Background: an optimization exercise with open tools, aiming at small area. Do not read the settings as production practice.
Function was checked by simulation only, so behaviour that the tests miss may differ from the original.
Power and IR drop assume default switching activity.

## design/flow/config.mk

```make
export PLATFORM = sky130hd
export DESIGN_NAME = Multiplication_pipeline
export DESIGN_NICKNAME = Multiplication_pipeline
export VERILOG_FILES = /design/flow/design.v
export SDC_FILE = /design/flow/constraint.sdc
export NUM_CORES = 4
export LEC_CHECK = 0
export CAP_MARGIN = 20
export CORE_MARGIN = 2
export CORE_UTILIZATION = 40
export SLEW_MARGIN = 20
```

## design/flow/constraint.sdc

```tcl
create_clock -name core_clock -period 8.5 [get_ports {clk}]
set_input_delay 1.7000 -clock core_clock [delete_from_list [all_inputs] [get_ports {clk}]]
set_output_delay 1.7000 -clock core_clock [all_outputs]
set_load 0.01 [all_outputs]
```

## design/flow/design.v

```verilog
module Multiplication_pipeline(
		input clk, rst,
		input [31:0] a_operand,
		input [31:0] b_operand,
		output exception, overflow, underflow,
		output [31:0] result
		);
wire sign,normalised,zero;
wire [8:0] exponent,sum_exponent, exponent_raw;
wire [22:0] product_mantissa;
wire [23:0] operand_a,operand_b;
wire [47:0] product,product_normalised;  
wire guard_bit, round_bit, sticky_bit, round_up;
assign sign = a_operand[31] ^ b_operand[31];
assign exception = (&a_operand[30:23]);
wire a_is_zero = (a_operand[30:23] == 8'd0) && (a_operand[22:0] == 23'd0);
assign operand_a = (|a_operand[30:23]) ? {1'b1,a_operand[22:0]} : {1'b0,a_operand[22:0]};
assign operand_b = {1'b1,b_operand[22:0]};
reg [23:0] op_a_reg, op_b_reg;
reg exception_reg, a_is_zero_reg, sign_reg;
reg [7:0] a_exponent_reg, b_exponent_reg;
always @ (posedge clk) begin
    if (!rst) begin
        op_a_reg       <= 'b0;  
        op_b_reg       <= 'b0;
        exception_reg  <= 'b0;
        a_is_zero_reg  <= 'b0;
        sign_reg       <= 'b0;
        a_exponent_reg <= 'b0; 
        b_exponent_reg <= 'b0;
    end else begin
        op_a_reg      <= operand_a;
        op_b_reg      <= operand_b;
        exception_reg <= exception;
        a_is_zero_reg <= a_is_zero;
        sign_reg      <= sign;
        a_exponent_reg <= a_operand[30:23]; 
        b_exponent_reg <= b_operand[30:23];
    end
end
assign product = op_a_reg * op_b_reg;	
assign sum_exponent = a_exponent_reg + b_exponent_reg;
assign exponent_raw = sum_exponent - 8'd127;
reg [47:0] product_reg;
reg [8:0] exponent_reg;
reg a_is_zero_reg2, exception_reg2, sign_reg2;
always @(posedge clk) begin
    if (!rst) begin
        product_reg    <= 'b0;
        exponent_reg   <= 'b0;
        a_is_zero_reg2 <= 'b0;
        exception_reg2 <= 'b0;
		  sign_reg2      <= 'b0;
    end else begin
        product_reg    <= product;
        exponent_reg   <= exponent_raw;
        a_is_zero_reg2 <= a_is_zero_reg;
        exception_reg2 <= exception_reg;
		  sign_reg2      <= sign_reg;
    end
end
assign normalised = product_reg[47];	
assign product_normalised = normalised ? product_reg : product_reg << 1;	
assign guard_bit = product_normalised[23];
assign round_bit = product_normalised[22];
assign sticky_bit = |product_normalised[21:0];
assign round_up = guard_bit & (round_bit | sticky_bit | product_normalised[24]);
assign product_mantissa = product_normalised[46:24] + round_up;
assign exponent = exponent_reg + normalised;
assign zero = exception_reg2 ? 1'b0 : a_is_zero_reg2 ? 1'b1 : ((product_mantissa == 23'd0) && (exponent == 8'd0));
assign overflow = ((exponent[8] & !exponent[7]) && !zero) ;  
assign underflow = ((exponent[8] & exponent[7]) && !zero) ? 1'b1 : 1'b0; 
assign result = exception_reg2 ? 32'd0 : zero ? {sign_reg2,31'd0} : overflow ? {sign_reg2,8'hFF,23'd0} : underflow ? {sign_reg2,31'd0} : {sign_reg2,exponent[7:0],product_mantissa};
endmodule
```

## design/flow/run.sh

```bash
#!/bin/bash
# synth_recipe.tcl (not shown) runs the flow's synth.tcl, then flattens the netlist and writes it again
# the make line also repeats each setting of config.mk as NAME=value (left out here)
make -C /OpenROAD-flow-scripts/flow DESIGN_CONFIG=/design/flow/config.mk WORK_HOME=/design/flow/orfs CLKGATE_MAP_FILE= SYNTH_SCRIPT=/design/flow/synth_recipe.tcl finish
```

==> flow_summary.toml <==
[cts]
clkTransAtPathRegs_ns = 0.06
clock-root-buffer = "clkbuf_16"
cts_tree = "done"
htree_levels = 4
clk-insertion-delay-late_ns = 0.49
clock-sinks = 127
post_cts_buffers = 0
cts_hold_buf = 0
clk_path_buf_depth = 2
post_cts_resized = 0
cts_inserted_buffers = 17

[finish]
nNetsFinal = 3501
drive_gt1_share_pct = 3.90
final_common_cell = "inv_1"
area_delta_synth_final_pct = 9.96
mostFrequentLayoutCells = "564 x inv_1, 483 x fa_1, 376 x and2_1, 343 x nand2_1, 193 x ha_1"
finish.instance_area_um2 = 26600
largest_register_ffs = 48

[floorplanning]
io_pins = 101
core_um2 = 60100
die-area_um2 = 62500
start_util_pct = 40.3
core.rowCount = 90
die_h_um = 250
chipWidth_um = 250

[global_routing]
track_usage_pct = 23.3
grt.met1_usage_pct = 31.3
gr-usage-met3_pct = 4.76
grt_first_pass_wirelength_um = 111000
grt-ovfl-total = 0
antenna_found_initial = 2
grt.busiest_layer = "met2"
first_global_vias = 19900
grt_max_degree = 71
met2_usage_pct = 37.6

[synthesis]
yosys_warnings = 1
synthFlopType = "dfxtp_1"
syn_area_um2 = 24200
synth-edff-count = 0
synthCells = 2723
syn_avg_cell_area_um2 = 8.89
synth_compound_gate_area_share_pct = 5.57
ys_types = 65
ys_seq_area_share_pct = 10.5
synth-simple-area-share_pct = 20.1
synthXorXnorAreaFrac_pct = 1.84
ys_ff_latch = 127
synth_nets = 3465
synth_top_family_by_area = "adder cells"
synth-adder-area-share_pct = 49.9
synth_mux_area_share_pct = 1.17
synthArstFlopShare_pct = 0

[run_status]
status = "timing/DRC/antenna clean"

[detailed_routing]
via_per_inst = 5.16
first_pass_iters = 5
drt_iter0_markers = 1154
drt-total-wl_um = 69900
ant_nets = 0
via_count = 18300
drcViolationCount = 0
wire_per_inst_um = 19.7

[critical_path]
cp.required_ns = 8.90
timing.rr.end = "product_reg[41]"
startpoint_type = "flip-flop"
cp_max_fo = 12
worst_path_most_repeated_cell = "fa_1"
slowest_delay_ns = 0.92
critPathTopFamily = "adder cells"
critical_path_class = "flip-flop to flip-flop"
r2r-start = "op_a_reg[10]"
cp_cell_sequence = "and2_1, fa_1, fa_1, inv_1, fa_1, inv_1, fa_1, inv_1, fa_1, inv_1, fa_1, inv_1, fa_1, inv_1, ha_1, nand4_1, nor4_1, a32oi_1, o21a_1, o221ai_1, a21oi_1, o31ai_1, a211o_1, mux2i_1"
critPathSlowestCell = "dfxtp_1"
end_kind = "flip-flop"
arrival_ns = 8.22
r2r_slack_ns = 0.68
cp_num_cells = 24
worstRegToRegCells = 24
path_buf_inv = 6

[timing]
drv_slew = 0
max_slew_margin_pct = 23.7
max_slew.worst_pin.slew_ns = 1.14
min_period_ns = 7.82
setup_viol = 0
max_freq_mhz = 128
timing_hold_violations_final = 0
clock_skew_ns = 0.0230
setup_tns_ns = 0
fin_crit_sh_pct = 92.0
rsz0062_at_grt = "no"

[min_path]
min_path_cells = 1
min_to = "sign_reg2"
hold_start = "sign_reg"
hold_class = "flip-flop to flip-flop"

[placed_design]
place_area_um2 = 26000
dp_hpwl_um = 56000
port_buffers = 100
gp_congestion = 0.885

[flow_run]
cap_violations = 0

[pwr]
ir_drop_v = 0.000151
p_leak_uw = 0.0130
powerDensity_nw_per_um2 = 176
-- per-stage QoR --
step           instances  util (%)  setup slack (ns)  power, uW  hold slack [ns]
3_3_place_gp        3522      43.3             0.881       3840            0.420
5_1_grt             3554      44.3             0.296       5110            0.480
2_1_floorplan       2723         -              1.76       2950            0.412
4_1_cts             3554      44.3             0.650       4670            0.443
6_report            3555      44.3             0.681       4680            0.438
3_5_place_dp        3522      43.3             0.676       3880            0.423
-- Yosys cell counts, types with 3 or more instances --
cell type	n	area [um^2]
nor4_1	17	106
a311oi_1	7	61.3
nand4_1	21	131
a21boi_0	3	22.5
a31oi_1	8	50.1
nor2b_1	10	62.6
o31ai_1	3	22.5
inv_1	564	2120
o21bai_1	6	45.0
nand3_1	18	90.1
o21a_1	9	67.6
and4_1	6	52.6
buf_6	3	33.8
and2_1	376	2350
nand2_1	343	1290
dfxtp_1	127	2540
a21oi_1	59	295
nor3b_1	5	37.5
o211ai_1	7	52.6
nand2b_1	14	87.6
a211oi_1	13	97.6
nor2_1	73	274
fa_1	483	9670
xor2_1	19	166
and3_1	16	100
a21o_1	34	255
or4_1	3	22.5
or3_1	5	31.3
ha_1	193	2410
a211o_1	4	35.0
o21ai_0	28	140
buf_2	7	35.0
mux2_2	11	124
clkbuf_1	122	458
mux2i_1	16	160
xnor2_1	32	280
a311o_1	3	30.0
nor3_1	20	100
o311ai_0	3	26.3
-- power by group --
part / internal (uW) / switching, uW
sequential: 696 / 138
combinational: 1280 / 1810
clock: 419 / 340
total: 2390 / 2290
-- worst max-delay path by stage --
stage | startpoint | to | slack (ns)
4_1_cts | op_a_reg[7] | product_reg[41] | 0.65
3_3_place_gp | op_a_reg[18] | product_reg[45] | 0.88
5_1_grt | op_a_reg[18] | product_reg[41] | 0.30
2_1_floorplan | op_b_reg[3] | product_reg[41] | 1.76
3_5_place_dp | op_a_reg[7] | product_reg[41] | 0.68
6_report | op_a_reg[10] | product_reg[41] | 0.68
-- cell type report --
type	instances	area, um^2
fillers	5882	33500
flip-flops and latches	127	2550
clock inverters	14	148
diodes	1	2.50
clock buffers	18	439
repair buffers	150	1370
multi-input cells	1898	19000
well taps	782	978
inverters	565	2120
-- cells by family (layout without fill, tap and decap cells) --
family | Yosys count | in the layout
and+or+nand+nor | 940 | 940
buffers and inverters | 698 | 747
adders and majority gates | 676 | 676
AOI/OAI and AO/OA | 204 | 204
DFF | 127 | 127
xor gates and xnor gates | 51 | 51
muxes | 27 | 27
other | 0 | 1
-- layer usage --
metal / wire [um] / share of wire, %
met5: 0 / 0
met4: 2160 / 3.1
met3: 4990 / 7.1
met2: 32300 / 46
met1: 30500 / 44

afterwards: timing with drivers on the ports:
The flow's constraints put no driver on any port. The routed layout listed below was extracted and timed again, unchanged, in two steps. Step 1 assumes that a clkbuf_16 drives the clock port and a buf_2 every other input. Step 2 times the ports against the registers' clock, not the clock port: input delays grow and output delays shrink by t, the midpoint of the rising clock arrivals with the driver on. Slacks: ideal ports / drivers / drivers and shift; pairs: ideal ports / drivers.
t, ns: 0.540
setup slack, ns: 0.681 / 0.681 / 0.681
worst setup path after step 2: register to register
clock arrival spread, ns: 0.023 / 0.023
After both steps setup and hold are still met in this run. The setup slack of this run moves by 0.000 ns with the drivers and by 0.000 ns with both steps.
